This design comes from an exercise in tuning for small area on the open sky130 flow, not from production work.
Function was checked by simulation only, so behaviour that the tests miss may differ from the original.

**design.v**
```verilog
`timescale 1ns/100ps
module cordic_rca #(parameter W=16)
(
	input  [W-1:0] a, b,
	input          ci,
	output [W-1:0] s
);
	wire [W:0] c;
	assign c[0] = ci;
	genvar i;
	generate for (i = 0; i < W; i = i + 1) begin : bit_
		assign s[i]   = a[i] ^ b[i] ^ c[i];
		assign c[i+1] = (a[i] & b[i]) | (a[i] & c[i]) | (b[i] & c[i]);
	end endgenerate
endmodule
module cordic_add #(parameter N=1, parameter CS=16, parameter LA=0, parameter F=0)
(
	input  [15:0]   a,
	input  [15-N:0] bl,
	input           bh, ci,
	output [15:0]   s
);
	localparam L = 16 - N;                
	localparam T = L - F;                 
	localparam R = (CS < T) ? CS : T;     
	wire [L:0] c;
	assign c[0] = ci;
	genvar i;
	generate for (i = 0; i < R; i = i + 1) begin : lo
		assign s[i]   = a[i] ^ bl[i] ^ c[i];
		assign c[i+1] = (a[i] & bl[i]) | (a[i] & c[i]) | (bl[i] & c[i]);
	end endgenerate
	generate if (R < T) begin : sel
		wire [T:R] c0, c1;
		wire [T-1:R] s0, s1;
		assign c0[R] = 1'b0;
		assign c1[R] = 1'b1;
		for (i = R; i < T; i = i + 1) begin : b
			assign s0[i]   = a[i] ^ bl[i] ^ c0[i];
			assign c0[i+1] = (a[i] & bl[i]) | (a[i] & c0[i]) | (bl[i] & c0[i]);
			assign s1[i]   = a[i] ^ bl[i] ^ c1[i];
			assign c1[i+1] = (a[i] & bl[i]) | (a[i] & c1[i]) | (bl[i] & c1[i]);
			assign s[i]    = c[R] ? s1[i] : s0[i];
		end
		assign c[T] = c[R] ? c1[T] : c0[T];
	end endgenerate
	wire [L:T] cf;
	generate if (LA) begin : la
		for (i = T; i <= L; i = i + 1) begin : k
			assign cf[i] = lookahead(a[L-1:0], bl, ci, i);
		end
	end else begin : nola
		assign cf[T] = c[T];
		for (i = T; i < L; i = i + 1) begin : k
			assign cf[i+1] = (a[i] & bl[i]) | (a[i] & cf[i]) | (bl[i] & cf[i]);
		end
	end endgenerate
	generate for (i = T; i < L; i = i + 1) begin : top
		assign s[i] = a[i] ^ bl[i] ^ cf[i];
	end endgenerate
	wire t = cf[L] ^ bh;
	wire [N:0] p;
	assign p[0] = t;
	generate for (i = 0; i < N; i = i + 1) begin : hi
		assign s[L+i] = a[L+i] ^ p[i];
		assign p[i+1] = p[i] & (a[L+i] ^ bh);
	end endgenerate
	function lookahead(input [L-1:0] x, input [L-1:0] y, input ci, input integer j);
		reg [L-1:0] g, p;
		integer d, k;
		begin
			p = x ^ y;
			g = x;
			g[0] = p[0] ? ci : x[0];
			p[0] = 1'b0;
			for (d = 1; d < L; d = d * 2)
				for (k = L - 1; k >= d; k = k - 1) begin
					g[k] = p[k] ? g[k-d] : g[k];
					p[k] = p[k] & p[k-d];
				end
			lookahead = (j == 0) ? ci : g[j-1];
		end
	endfunction
endmodule
module cordic_cell #(parameter N=0, parameter CS=16, parameter LA=0, parameter F=0)
(
	input         d,
	input  [15:0] x_in, y_in,
	output [15:0] x_out, y_out
);
	wire [15:0] yn;
	cordic_add #(N, CS, LA, F) ax (.a(x_in),  .bl(y_in[15:N] ^ {(16-N){~d}}), .bh(y_in[15] ^ ~d), .ci(~d), .s(x_out));
	cordic_add #(N, CS, LA, F) ay (.a(~y_in), .bl(x_in[15:N] ^ {(16-N){~d}}), .bh(x_in[15] ^ ~d), .ci(~d), .s(yn));
	assign y_out = ~yn;
endmodule
module cordic_zstep #(parameter W=16, parameter SITA=0)
(
	input  [W-1:0] z_in,
	output [W-1:0] z_out
);
	wire d = z_in[W-1];
	wire [W-1:0] k = SITA;
	cordic_rca #(W) az (.a(z_in), .b(d ? k : ~k), .ci(~d), .s(z_out));
endmodule
module cordic_table
(
	input  [5:0] d,
	output [15:0]  x, y
);
	localparam [63:0] X0 = 64'h7270f1b17270f1b1;
	localparam [63:0] X1 = 64'h552c8f90a0bdf9c0;
	localparam [63:0] X2 = 64'hf9df284e9b173db2;
	localparam [63:0] X3 = 64'h8ada78ab551e595e;
	localparam [63:0] X4 = 64'hdbc9d79189eb91da;
	localparam [63:0] X5 = 64'h961fdca1853bfa68;
	localparam [63:0] X6 = 64'he88fc54bd2a3f116;
	localparam [63:0] X7 = 64'h89dfe5b3cda7fb90;
	localparam [63:0] X8 = 64'h7a6a5a12485a565f;
	localparam [63:0] X9 = 64'hc1ebf3ebd7cfd783;
	localparam [63:0] X10 = 64'hfee6dac2435b677f;
	localparam [63:0] X11 = 64'h7642cffbdff3426e;
	localparam [63:0] X12 = 64'hcf66ee77ee7766f3;
	localparam [63:0] X13 = 64'hf67ef66ff66f7e6f;
	localparam [63:0] X14 = 64'h8000800180010001;
	localparam [63:0] X15 = 64'h8000800180010001;
	localparam [63:0] Y0 = 64'he4c5a707e4c5a707;
	localparam [63:0] Y1 = 64'h0befdc00a4d830f5;
	localparam [63:0] Y2 = 64'h0c56feec9382fdc5;
	localparam [63:0] Y3 = 64'hbf4f1eff48872d08;
	localparam [63:0] Y4 = 64'h0d6c41c8ec7de94d;
	localparam [63:0] Y5 = 64'h838546f8e09d7e3c;
	localparam [63:0] Y6 = 64'h3ee5602d4bf97881;
	localparam [63:0] Y7 = 64'hac4570d964f17dc8;
	localparam [63:0] Y8 = 64'h5f3f0f8b2e0f2307;
	localparam [63:0] Y9 = 64'h687d597d416561e9;
	localparam [63:0] Y10 = 64'h57734f6b290d1115;
	localparam [63:0] Y11 = 64'h132b655d45592b37;
	localparam [63:0] Y12 = 64'h6533771177113359;
	localparam [63:0] Y13 = 64'h5317533553351735;
	localparam [63:0] Y14 = 64'heaaaeaa8eaa8aaa8;
	localparam [63:0] Y15 = 64'heaaaeaa8eaa8aaa8;
	assign x[0] = X0[d];
	assign x[1] = X1[d];
	assign x[2] = X2[d];
	assign x[3] = X3[d];
	assign x[4] = X4[d];
	assign x[5] = X5[d];
	assign x[6] = X6[d];
	assign x[7] = X7[d];
	assign x[8] = X8[d];
	assign x[9] = X9[d];
	assign x[10] = X10[d];
	assign x[11] = X11[d];
	assign x[12] = X12[d];
	assign x[13] = X13[d];
	assign x[14] = X14[d];
	assign x[15] = X15[d];
	assign y[0] = Y0[d];
	assign y[1] = Y1[d];
	assign y[2] = Y2[d];
	assign y[3] = Y3[d];
	assign y[4] = Y4[d];
	assign y[5] = Y5[d];
	assign y[6] = Y6[d];
	assign y[7] = Y7[d];
	assign y[8] = Y8[d];
	assign y[9] = Y9[d];
	assign y[10] = Y10[d];
	assign y[11] = Y11[d];
	assign y[12] = Y12[d];
	assign y[13] = Y13[d];
	assign y[14] = Y14[d];
	assign y[15] = Y15[d];
endmodule
`timescale 1ns/100ps
module cordic_pipelined
(
	input  clk,rst,
	input  signed [15:0] z,
	output signed [15:0] x,y
);
	reg [15:0] z0_r;
	always @ (posedge clk) z0_r <= z;
	wire [15:0] zn1;
	cordic_zstep #(.W(16),.SITA(12868)) zs1 (.z_in(z0_r), .z_out(zn1));
	reg [15:0] z1_r;
	reg [0:0] d1_r;
	always @ (posedge clk) begin z1_r <= zn1[15:0]; d1_r <= z0_r[15]; end
	wire [15:0] zn2;
	cordic_zstep #(.W(16),.SITA(7596)) zs2 (.z_in(z1_r), .z_out(zn2));
	reg [14:0] z2_r;
	reg [1:0] d2_r;
	always @ (posedge clk) begin z2_r <= zn2[14:0]; d2_r <= {z1_r[15], d1_r}; end
	wire [14:0] zn3;
	cordic_zstep #(.W(15),.SITA(4014)) zs3 (.z_in(z2_r), .z_out(zn3));
	reg [14:0] z3_r;
	reg [2:0] d3_r;
	always @ (posedge clk) begin z3_r <= zn3[14:0]; d3_r <= {z2_r[14], d2_r}; end
	wire [14:0] zn4;
	cordic_zstep #(.W(15),.SITA(2037)) zs4 (.z_in(z3_r), .z_out(zn4));
	reg [13:0] z4_r;
	reg [3:0] d4_r;
	always @ (posedge clk) begin z4_r <= zn4[13:0]; d4_r <= {z3_r[14], d3_r}; end
	wire [13:0] zn5;
	cordic_zstep #(.W(14),.SITA(1023)) zs5 (.z_in(z4_r), .z_out(zn5));
	wire ovf = ~(&zn5[13:10]) & (|zn5[13:10]);
	wire [8:0] dl = ovf ? {9{zn5[13]}} : {zn5[10], ~zn5[9:2]};   
	reg [13:0] d5_r;   
	always @ (posedge clk) d5_r <= {dl[0],dl[1],dl[2],dl[3],dl[4],dl[5],dl[6],dl[7],dl[8], z4_r[13], d4_r};
	reg [13:0] d7_r;
	always @ (posedge clk) d7_r <= d5_r[13:0];
	reg [13:0] d8_r;
	always @ (posedge clk) d8_r <= d7_r[13:0];
	reg [13:0] d9_r;
	always @ (posedge clk) d9_r <= d8_r[13:0];
	wire [15:0] tx, ty;
	cordic_table tab (.d(d9_r[5:0]), .x(tx), .y(ty));
	wire [15:0] x7_c, y7_c;
	cordic_cell #(.N(6),.CS(5)) it6 (.d(d9_r[6]), .x_in(tx), .y_in(ty), .x_out(x7_c), .y_out(y7_c));
	reg [6:0] d10_r;
	always @ (posedge clk) d10_r <= d9_r[13:7];
	reg [15:0] x10_r, y10_r;
	always @ (posedge clk) begin x10_r <= x7_c; y10_r <= y7_c; end
	wire [15:0] x8_c, y8_c;
	cordic_cell #(.N(7),.LA(1),.F(1)) it7 (.d(d10_r[0]), .x_in(x10_r), .y_in(y10_r), .x_out(x8_c), .y_out(y8_c));
	wire [15:0] x9_c, y9_c;
	cordic_cell #(.N(8)) it8 (.d(d10_r[1]), .x_in(x8_c), .y_in(y8_c), .x_out(x9_c), .y_out(y9_c));
	reg [4:0] d11_r;
	always @ (posedge clk) d11_r <= d10_r[6:2];
	reg [15:0] x11_r, y11_r;
	always @ (posedge clk) begin x11_r <= x9_c; y11_r <= y9_c; end
	wire [15:0] x10_c, y10_c;
	cordic_cell #(.N(9),.LA(1)) it9 (.d(d11_r[0]), .x_in(x11_r), .y_in(y11_r), .x_out(x10_c), .y_out(y10_c));
	wire [15:0] x11_c, y11_c;
	cordic_cell #(.N(10)) it10 (.d(d11_r[1]), .x_in(x10_c), .y_in(y10_c), .x_out(x11_c), .y_out(y11_c));
	reg [2:0] d12_r;
	always @ (posedge clk) d12_r <= d11_r[4:2];
	reg [15:0] x12_r, y12_r;
	always @ (posedge clk) begin x12_r <= x11_c; y12_r <= y11_c; end
	wire [15:0] x12_c, y12_c;
	cordic_cell #(.N(11),.LA(1)) it11 (.d(d12_r[0]), .x_in(x12_r), .y_in(y12_r), .x_out(x12_c), .y_out(y12_c));
	wire [15:0] x13_c, y13_c;
	cordic_cell #(.N(12)) it12 (.d(d12_r[1]), .x_in(x12_c), .y_in(y12_c), .x_out(x13_c), .y_out(y13_c));
	reg [0:0] d13_r;
	always @ (posedge clk) d13_r <= d12_r[2:2];
	reg [15:0] x13_r, y13_r;
	always @ (posedge clk) begin x13_r <= x13_c; y13_r <= y13_c; end
	wire [15:0] x14_c, y14_c;
	cordic_cell #(.N(13)) it13 (.d(d13_r[0]), .x_in(x13_r), .y_in(y13_r), .x_out(x14_c), .y_out(y14_c));
	reg [15:0] x14_r, y14_r;
	always @ (posedge clk) begin x14_r <= x14_c; y14_r <= y14_c; end
	assign x = x14_r;
	assign y = y14_r;
endmodule
```
**flow/run.sh**
```bash
#!/bin/bash
# Layout flow: the standard flow (standard.sh) with the synthesised netlist
# re-optimised before floorplanning. The registers (their names and cells),
# the full adders and ports are kept; only the gates between them
# change, and the logic function stays the same:
#   1. fixpol.py re-chooses the polarity of each full adder and XOR gate so
#      that the inverters Yosys's extract_fa left around them go away (a full
#      adder is self-dual; an XOR gate absorbs input inversions and can be
#      swapped for an XNOR);
#   2. ABC re-maps the remaining gates for area (deepsyn, then map -a);
#   3. fixpol.py again.
# Port buffers use buf_1; CTS inserts no dummy loads. Each tool writes its full output to a log file of its
# own in this folder.
set -euo pipefail
W=$(pwd)
R="$W/orfs/results/${FLOW_PLATFORM}/cordic_pipelined/base"
LIB="$FLOW_HOME/platforms/${FLOW_PLATFORM}/lib/sky130_fd_sc_hd__tt_025C_1v80.lib"
YOSYS="$FLOW_HOME/../tools/install/yosys/bin/yosys"
[[ -x "$YOSYS" ]] || YOSYS=yosys
PORTBUF="BUFFER_PORTS_ARGS=-buffer_cell sky130_fd_sc_hd__buf_1"
# clock tree: the standard CTS call with config.mk's clustering, without dummy loads
CTSARGS="CTS_ARGS=-sink_clustering_enable -repair_clock_nets -dont_use_dummy_load -sink_clustering_size 20 -sink_clustering_max_diameter 60 -buf_list sky130_fd_sc_hd__clkbuf_8"
DONTUSE=$(sed -n '/^export DONT_USE_CELLS/,/^$/p' "$FLOW_HOME/platforms/${FLOW_PLATFORM}/config.mk" \
  | grep -o 'sky130_fd_sc_hd__[a-z0-9_]*' | sed 's/^/-dont_use /' | tr '\n' ' ')
PERIOD_PS=$(python3 -c "print(int(round(float('$FLOW_PERIOD_NS') * 1000)))")

# 1. standard synthesis (synth_recipe.tcl), netlist only
bash standard.sh "$PORTBUF" "$R/1_2_yosys.v" > "$W/flow_01_synth.log" 2>&1
cp "$R/1_2_yosys.v" "$W/net_0_synth.v"

top_only() {  # keep only the top module of a Yosys-written netlist
  python3 - "$1" "$2" "$FLOW_TOP" <<'PY'
import re, sys
t = open(sys.argv[1]).read()
mods = re.split(r'(?=^module )', t, flags=re.M)
keep = [m for m in mods if re.match(r'module %s\s*\(' % re.escape(sys.argv[3]), m)]
assert len(keep) == 1
open(sys.argv[2], 'w').write(keep[0])
PY
}

fixpol() {  # $1 in.v $2 out.v $3 log tag
  "$YOSYS" -p "read_liberty -lib $LIB; read_verilog $1; hierarchy -top $FLOW_TOP; write_json $W/$3_in.json" > "$W/flow_$3_read.log" 2>&1
  python3 "$W/flow/fixpol.py" "$W/$3_in.json" "$W/$3_out.json" > "$W/flow_$3_fixpol.log" 2>&1
  "$YOSYS" -p "read_json $W/$3_out.json; hierarchy -top $FLOW_TOP; opt_clean; write_verilog -noattr -nohex -nodec $W/$3_all.v" > "$W/flow_$3_write.log" 2>&1
  top_only "$W/$3_all.v" "$2"
}

# 2. polarity fix
fixpol "$W/net_0_synth.v" "$W/net_1_fixpol.v" 02

# 3. area re-mapping of the gates between registers, adders and ports
cat > "$W/resyn.abc" <<ABC
strash
&get -n
&deepsyn -J 50 -T 600
&put
dch
map -a
topo
ABC
KEEP="sky130_fd_sc_hd__fa_1 sky130_fd_sc_hd__fa_2 sky130_fd_sc_hd__fa_4 sky130_fd_sc_hd__dfxtp_1 sky130_fd_sc_hd__dfxtp_2 sky130_fd_sc_hd__dfxtp_4 sky130_fd_sc_hd__conb_1"
"$YOSYS" -p "read_liberty -ignore_miss_func $LIB; read_verilog $W/net_1_fixpol.v; hierarchy -top $FLOW_TOP; \
  setattr -mod -set keep_hierarchy 1 $KEEP; flatten; opt_clean; select $FLOW_TOP; \
  abc -D $PERIOD_PS -script $W/resyn.abc -liberty $LIB $DONTUSE; select -clear; opt_clean; \
  hierarchy -top $FLOW_TOP; write_verilog -noattr -nohex -nodec $W/03_all.v" > "$W/flow_03_resyn.log" 2>&1
top_only "$W/03_all.v" "$W/net_2_resyn.v"

# 4. polarity fix again
fixpol "$W/net_2_resyn.v" "$W/net_3_fixpol.v" 04

# keep the re-optimised netlist only if it has the same registers
python3 - "$W/net_0_synth.v" "$W/net_3_fixpol.v" > "$W/flow_05_regcheck.log" 2>&1 <<'PY'
import re, sys
def regs(f):
    t = open(f).read()
    return sorted(re.findall(r'(sky130_fd_sc_hd__df\w+)\s+(\S+)\s*\(', t))
a, b = regs(sys.argv[1]), regs(sys.argv[2])
print(len(a), 'registers in synthesis,', len(b), 'after')
assert [n for _, n in a] == [n for _, n in b], 'register names differ'
PY
cp "$W/net_3_fixpol.v" "$R/1_2_yosys.v"

# 5. the rest of the standard flow, from the re-optimised netlist
bash standard.sh "$PORTBUF" "$CTSARGS" finish > "$W/flow_06_layout.log" 2>&1
```
**flow/fixpol.py**
```python
#!/usr/bin/env python3
"""Remove inverters around full adders and XOR gates by choosing each cell's polarity.

A full adder is self-dual: FA(~a, ~b, ~c) = (~sum, ~cout). An XOR gate takes
either polarity at each input and gives either polarity at its output
(xor2 <-> xnor2). This pass reads the mapped netlist as Yosys JSON, chooses for
each such cell whether to build the complemented version, and then keeps one
inverter for each signal that some pin still needs complemented. The logic
function of every register input and output port is unchanged.

usage: fixpol.py in.json out.json
"""
import json, sys, collections

P = 'sky130_fd_sc_hd__'
src, dst = sys.argv[1], sys.argv[2]
J = json.load(open(src))
mods = J['modules']
top = [m for m in mods if mods[m].get('attributes', {}).get('top')] or \
      [m for m in mods if mods[m].get('cells')]
top = top[0]
M = mods[top]
cells = M['cells']

def is_inv(t): return t.startswith(P + 'inv_') or t.startswith(P + 'clkinv_')
def is_fa(t): return t.startswith(P + 'fa_')
XORS = {P + 'xor2_1': (P + 'xnor2_1'), P + 'xnor2_1': (P + 'xor2_1'),
        P + 'xor2_2': (P + 'xnor2_2'), P + 'xnor2_2': (P + 'xor2_2'),
        P + 'xor2_4': (P + 'xnor2_4'), P + 'xnor2_4': (P + 'xor2_4'),
        P + 'xor3_1': (P + 'xnor3_1'), P + 'xnor3_1': (P + 'xor3_1'),
        P + 'xor3_2': (P + 'xnor3_2'), P + 'xnor3_2': (P + 'xor3_2'),
        P + 'xor3_4': (P + 'xnor3_4'), P + 'xnor3_4': (P + 'xor3_4')}
OUTPINS = {'X', 'Y', 'Q', 'Q_N', 'SUM', 'COUT', 'HI', 'LO'}

def outpin(c, p):
    d = cells[c].get('port_directions')
    if d and p in d: return d[p] == 'output'
    return p in OUTPINS

# drivers and loads of every bit
drv = {}
loads = collections.defaultdict(list)
for name, port in M['ports'].items():
    for b in port['bits']:
        if port['direction'] == 'input': drv[b] = ('$port', name)
        else: loads[b].append(('$port', name))
for c, cd in cells.items():
    for p, bits in cd['connections'].items():
        for b in bits:
            if outpin(c, p): drv[b] = (c, p)
            else: loads[b].append((c, p))

inv = {c for c, cd in cells.items() if is_inv(cd['type'])}
# base signal and polarity of every bit, looking through inverters
memo = {}
def base(b):
    if b in memo: return memo[b]
    d = drv.get(b)
    if isinstance(b, str) or d is None or d[0] not in inv:
        r = (b, 0)
    else:
        a = cells[d[0]]['connections']['A'][0]
        bb, pp = base(a)
        r = (bb, pp ^ 1)
    memo[b] = r
    return r

fa = [c for c, cd in cells.items() if is_fa(cd['type'])]
xo = [c for c, cd in cells.items() if cd['type'] in XORS]
flip = {c: 0 for c in fa + xo}

# native polarity of a base bit: 1 if its driver is flipped
def native(b):
    d = drv.get(b)
    if d is not None and d[0] in flip: return flip[d[0]]
    return 0

# requirements: every non-inverter load pin needs (base, pol)
def requirements():
    req = set()
    for b, ls in loads.items():
        for (c, p) in ls:
            if c != '$port' and c in inv: continue
            bb, pp = base(b)
            if c != '$port' and c in flip:
                if cells[c]['type'] in XORS:
                    continue          # an XOR input takes either polarity
                pp ^= flip[c]
            req.add((bb, pp))
    return req

def cost():
    n = 0
    for (bb, pp) in requirements():
        if isinstance(bb, str): continue      # constants
        if pp != native(bb): n += 1
    return n

# local search over single cells and fa carry chains
def chain_groups():
    adj = collections.defaultdict(set)
    for c in fa:
        for p in ('A', 'B', 'CIN'):
            b = cells[c]['connections'][p][0]
            bb, _ = base(b)
            d = drv.get(bb)
            if d and d[0] in flip and is_fa(cells[d[0]]['type']):
                adj[c].add(d[0]); adj[d[0]].add(c)
    seen, groups = set(), []
    for c in fa:
        if c in seen: continue
        st, g = [c], []
        seen.add(c)
        while st:
            x = st.pop(); g.append(x)
            for y in adj[x]:
                if y not in seen: seen.add(y); st.append(y)
        groups.append(g)
    return groups

best = cost()
start = best
moves = [[c] for c in fa + xo] + [g for g in chain_groups() if len(g) > 1]
improved = True
while improved:
    improved = False
    for mv in moves:
        for c in mv: flip[c] ^= 1
        k = cost()
        if k < best:
            best = k; improved = True
        else:
            for c in mv: flip[c] ^= 1
print('inverters needed: %d -> %d (had %d inverter cells)' % (start, best, len(inv)), file=sys.stderr)

# rebuild: remove all inverters, flip cells, add one inverter per needed (base, 1)
allbits = [b for n in M['netnames'].values() for b in n['bits'] if isinstance(b, int)]
allbits += [b for cd in cells.values() for bits in cd['connections'].values() for b in bits if isinstance(b, int)]
allbits += [b for p in M['ports'].values() for b in p['bits'] if isinstance(b, int)]
nextbit = [max(allbits) + 1]
def newbit():
    nextbit[0] += 1
    return nextbit[0]
invout = {}
def get(bb, pp):
    """bit carrying base bb at polarity pp (relative to its native)."""
    if isinstance(bb, str):
        if pp == 0: return bb
        return {'0': '1', '1': '0'}.get(bb, bb)
    if pp == native(bb): return bb
    if bb not in invout:
        nb = newbit()
        invout[bb] = nb
    return invout[bb]

newconn = {}
orig_conn = {c: dict(cd['connections']) for c, cd in cells.items()}
for c, cd in cells.items():
    if c in inv: continue
    conn = {}
    for p, bits in cd['connections'].items():
        nb = []
        for b in bits:
            if outpin(c, p):
                nb.append(b)            # drivers keep their bit; meaning may be complemented
            else:
                bb, pp = base(b)
                if c in flip and cells[c]['type'] in XORS:
                    # take the base as it is natively; fold the difference into the gate
                    want = pp
                    have = native(bb) if not isinstance(bb, str) else 0
                    if want != have and not isinstance(bb, str):
                        flip[c] ^= 0  # handled below via parity
                    nb.append(bb if not isinstance(bb, str) else get(bb, pp))
                    continue
                if c in flip: pp ^= flip[c]
                nb.append(get(bb, pp))
        conn[p] = nb
    newconn[c] = conn
# port loads
for name, port in M['ports'].items():
    if port['direction'] == 'input': continue
    nb = []
    for b in port['bits']:
        bb, pp = base(b)
        nb.append(get(bb, pp))
    port['bits'] = nb
    if name in M['netnames']:
        M['netnames'][name]['bits'] = nb
for c, conn in newconn.items():
    cells[c]['connections'] = conn
for c in inv: del cells[c]
# XOR gates: output polarity = type parity ^ input polarity differences; choose type to give native flip
for c in xo:
    cd = cells[c]
    par = 0
    for p, bits in orig_conn[c].items():
        if outpin(c, p): continue
        for b in bits:
            bb, pp = base(b)
            if isinstance(bb, str): continue
            par ^= pp ^ native(bb)   # the input now sees native(bb) instead of pp
    # original output = T(inputs at pp); new inputs differ by par, so output flips by par;
    # we want the output to be flipped by flip[c]
    if par ^ flip[c]:
        old, new = cd['type'], XORS[cd['type']]
        oo = [p for p in cd['connections'] if outpin(c, p)][0]
        no = [p for p, v in mods[new]['ports'].items() if v['direction'] == 'output'][0]
        cd['type'] = new
        cd['connections'][no] = cd['connections'].pop(oo)
        if 'port_directions' in cd:
            cd['port_directions'] = {p: v['direction'] for p, v in mods[new]['ports'].items()}
# names of the new inverters and nets: a prefix no existing name uses
tag = 0
while any(n.startswith('fixpol%d_' % tag) for n in list(cells) + list(M['netnames'])):
    tag += 1
k = 0
for bb, ob in invout.items():
    k += 1
    assert 'fixpol%d_inv_%d' % (tag, k) not in cells
    cells['fixpol%d_inv_%d' % (tag, k)] = {
        'hide_name': 0, 'type': P + 'inv_1', 'parameters': {}, 'attributes': {},
        'port_directions': {'A': 'input', 'Y': 'output'},
        'connections': {'A': [bb], 'Y': [ob]}}
    M['netnames']['fixpol%d_n%d' % (tag, k)] = {'hide_name': 0, 'bits': [ob], 'attributes': {}}
print('inverter cells now: %d' % len(invout), file=sys.stderr)
json.dump(J, open(dst, 'w'))
```
**constraint.sdc**
```tcl
create_clock -name core_clock -period 7.0 [get_ports {clk}]
set_input_delay 1.4000 -clock core_clock [delete_from_list [all_inputs] [get_ports {clk}]]
set_output_delay 1.4000 -clock core_clock [all_outputs]
set_load 0.01 [all_outputs]
```
**standard.sh**
```bash
#!/bin/bash
# synth_recipe.tcl (not shown) runs the flow's synth.tcl, then flattens the netlist and writes it again
# the make line also repeats each setting of config.mk as NAME=value (left out here)
make -C /OpenROAD-flow-scripts/flow DESIGN_CONFIG=/design/flow/config.mk WORK_HOME=/design/flow/orfs CLKGATE_MAP_FILE= SYNTH_SCRIPT=/design/flow/synth_recipe.tcl "${@:-finish}"
```
**config.mk**
```make
export PLATFORM = sky130hd
export DESIGN_NAME = cordic_pipelined
export DESIGN_NICKNAME = cordic_pipelined
export VERILOG_FILES = /design/flow/design.v
export SDC_FILE = /design/flow/constraint.sdc
export NUM_CORES = 4
export LEC_CHECK = 0
export CAP_MARGIN = 20
export CORE_MARGIN = 2
export CORE_UTILIZATION = 40
export CTS_BUF_LIST = sky130_fd_sc_hd__clkbuf_8
export CTS_CLUSTER_DIAMETER = 60
export CTS_CLUSTER_SIZE = 20
export GPL_TIMING_DRIVEN = 0
export SLEW_MARGIN = 20
```
==> flow_metrics.env <==
export IMPL_worstSetupStartpointType="flop"
export IMPL_skew_ns=0.0571
export IMPL_grt_max_degree=22
export IMPL_grt_busiest_layer="met2"
export IMPL_use_met3=0.0248
export IMPL_antenna_cells=0
export IMPL_crit_path_end_kind="flop"
export IMPL_grt_usage=0.172
export IMPL_final_max_slew_viol_count=0
export IMPL_drc=0
export IMPL_fp_dieArea_um2=42000
export IMPL_fin_nets=2028
export IMPL_max_freq_ghz=0.153
export IMPL_cts_tree="yes"
export IMPL_cpMostUsedCell="inv_1"
export IMPL_slowest_delay_ns=0.62
export IMPL_final_setup_worst_slack_ns=0.477
export IMPL_avgRoutedWirePerCell_um=15.1
export IMPL_rsz0062_at_grt="true"
export IMPL_clkLatencyLatePin_ns=0.60
export IMPL_clk_pin_slew_ns=0.10
export IMPL_worstPathRequired_ns=7.44
export IMPL_ioPinCount=50
export IMPL_critPathBufInv=6
export IMPL_htreeDepth=1
export IMPL_period_share=0.932
export IMPL_coreArea_um2=39700
export IMPL_gr_usage_met1=0.178
export IMPL_avgSynthCellArea_um2=9.10
export IMPL_post_route_util=0.446
export IMPL_drt_iter0_drc=657
export IMPL_max_slew_margin=0.377
export IMPL_place_ws_ns=-0.572
export IMPL_hpwlAfterDp_mm=28.6
export IMPL_synthesis_nets=1923
export IMPL_row_count=73
export IMPL_fin_tns_setup_ns=0
export IMPL_final_antenna_net_count=0
export IMPL_finish_instance_area_um2=17700
export IMPL_die_y_um=205
export IMPL_layout_drive_gt1_share=0.0607
export IMPL_tightest_slew_ns=0.923
export IMPL_yosysWarnings=4
export IMPL_wl_mm=36.2
export IMPL_antenna_found_initial=0
export IMPL_clockRootBuffer="clkbuf_8"
export IMPL_place_congestion=0.919
export IMPL_arrival_ns=6.96
export IMPL_synth_cells=1774
export IMPL_num_vias=11700
export IMPL_crit_path_top_delay_cell="dfxtp_2"
export IMPL_grt_pass1_vias=11400
export IMPL_place_area_um2=17000
export IMPL_synth_cell_area_um2=16100
export IMPL_clockBufferDepth=3
export IMPL_use_met2=0.334
export IMPL_outcome="finished clean"
export IMPL_area_delta_synth_final_pct=9.85
export IMPL_crit_fanout=15
export IMPL_vias_per_cell=4.87
export IMPL_start_util=0.406
export IMPL_hold_class="reg2reg"
export IMPL_grt_pass1_wl_mm=57.0
export IMPL_portBuffers=48
export IMPL_period_minus_slack_ns=6.52
export IMPL_hold_viol_final=0
export IMPL_cp_top_family="adder cells"
export IMPL_first_pass_iters=5
export IMPL_gr_total_overflow=0
export IMPL_die_x_um=205
export IMPL_reg2reg_slack_ns=0.48
export IMPL_worstSetupPathType="reg2reg"
export IMPL_numCtsBuffers=27
export IMPL_cts_sinks=318
export IMPL_finalSetupViolations=0
export IMPL_maxCapViolCount=0
==> flip-flops by register name, indices dropped and copies added (netlist names), 15 cells and up <==
| register | flops |
|---|---|
| x10_r | 16 |
| x11_r | 16 |
| x12_r | 16 |
| x13_r | 16 |
| x14_r | 16 |
| y10_r | 16 |
| y11_r | 16 |
| y12_r | 16 |
| y13_r | 16 |
| y14_r | 16 |
| z0_r | 16 |
| z1_r | 16 |
| z2_r | 15 |
| z3_r | 15 |
==> through the flow <==
step                hold WS [ns]  cells
finish                     0.317   2402
global placement           0.310   2347
global route               0.312   2402
floorplan                  0.310   1774
detailed placement         0.312   2347
CTS                        0.319   2380
==> metal layers <==
metal  up-vias  wire, um
met5         -         0
met4         0      2070
met3       125      1560
met2       287     19000
met1      5454     13600
li1       5829         -
==> path summary, 6_finish.rpt <==
path,end,start,depth (start not counted)
setup / recovery,x10_r[13]$_DFF_P_,d9_r[4]$_DFF_P_,26
hold / removal,d8_r[8]$_DFF_P_,d7_r[8]$_DFF_P_,0
setup reg to reg,x10_r[13]$_DFF_P_,d9_r[4]$_DFF_P_,26
hold reg to reg,d8_r[8]$_DFF_P_,d7_r[8]$_DFF_P_,0
==> area by class of cell <==
type | instances | area, um^2
tap | 525 | 657
timing repair buffer | 75 | 395
inverter | 204 | 785
buffer | 6 | 22.5
clock buffer | 27 | 372
multi-input combinational | 1246 | 9100
fill | 3899 | 22000
timing repair inverter | 1 | 5.00
sequential | 318 | 6390
==> repair_timing <==
action / 4_1_cts / 5_1_grt
hold endpoints to repair: 0 / 0
pin swaps: 0 / 1
setup endpoints to repair: 28 / 32
gates resized for setup: 8 / 37
cloned: 0 / 1
setup buffers: 6 / 21
hold buffers: 0 / 0
==> layout by cell type, fill, tap and decap left out, drive strengths merged, types with 3 or more instances in the layout <==
cell      instances
a211oi            6
a21oi            77
a221oi            7
a22oi            10
a31oi            16
and2              6
buf              81
clkbuf           27
clkinvlp          6
dfxtp           318
fa              131
inv             199
maj3              3
nand2           240
nand3            49
nand4             9
nor2            223
nor3             24
nor4              5
o211ai            7
o21a              3
o21ai            94
o221ai            5
o22ai            14
o31ai             4
or2              10
xnor2           141
xor2            143

what the ideal ports hide:
The flow's constraints put no driver on any port. The routed layout listed below was extracted and timed again, unchanged, in two steps.
Step 1, drivers: a clkbuf_16 drives clk and a buf_2 each remaining input, both assumed.
Step 2 moves the port delays by t, midway between the first and last clock arrival at a register: inputs arrive t later, outputs are due t later. That takes back most of the time a late clock gives input paths.
a / b / c = no drivers / after step 1 / after step 2; a / b = the first two.
shift t [ns]: 0.623
setup WS [ns]: 0.477 / 0.477 / 0.477
clock arrival spread, ns: 0.058 / 0.058
After both steps this run still meets setup and hold. For this run, drivers alone change the setup slack by 0.000 ns; drivers and shift together by 0.000 ns.
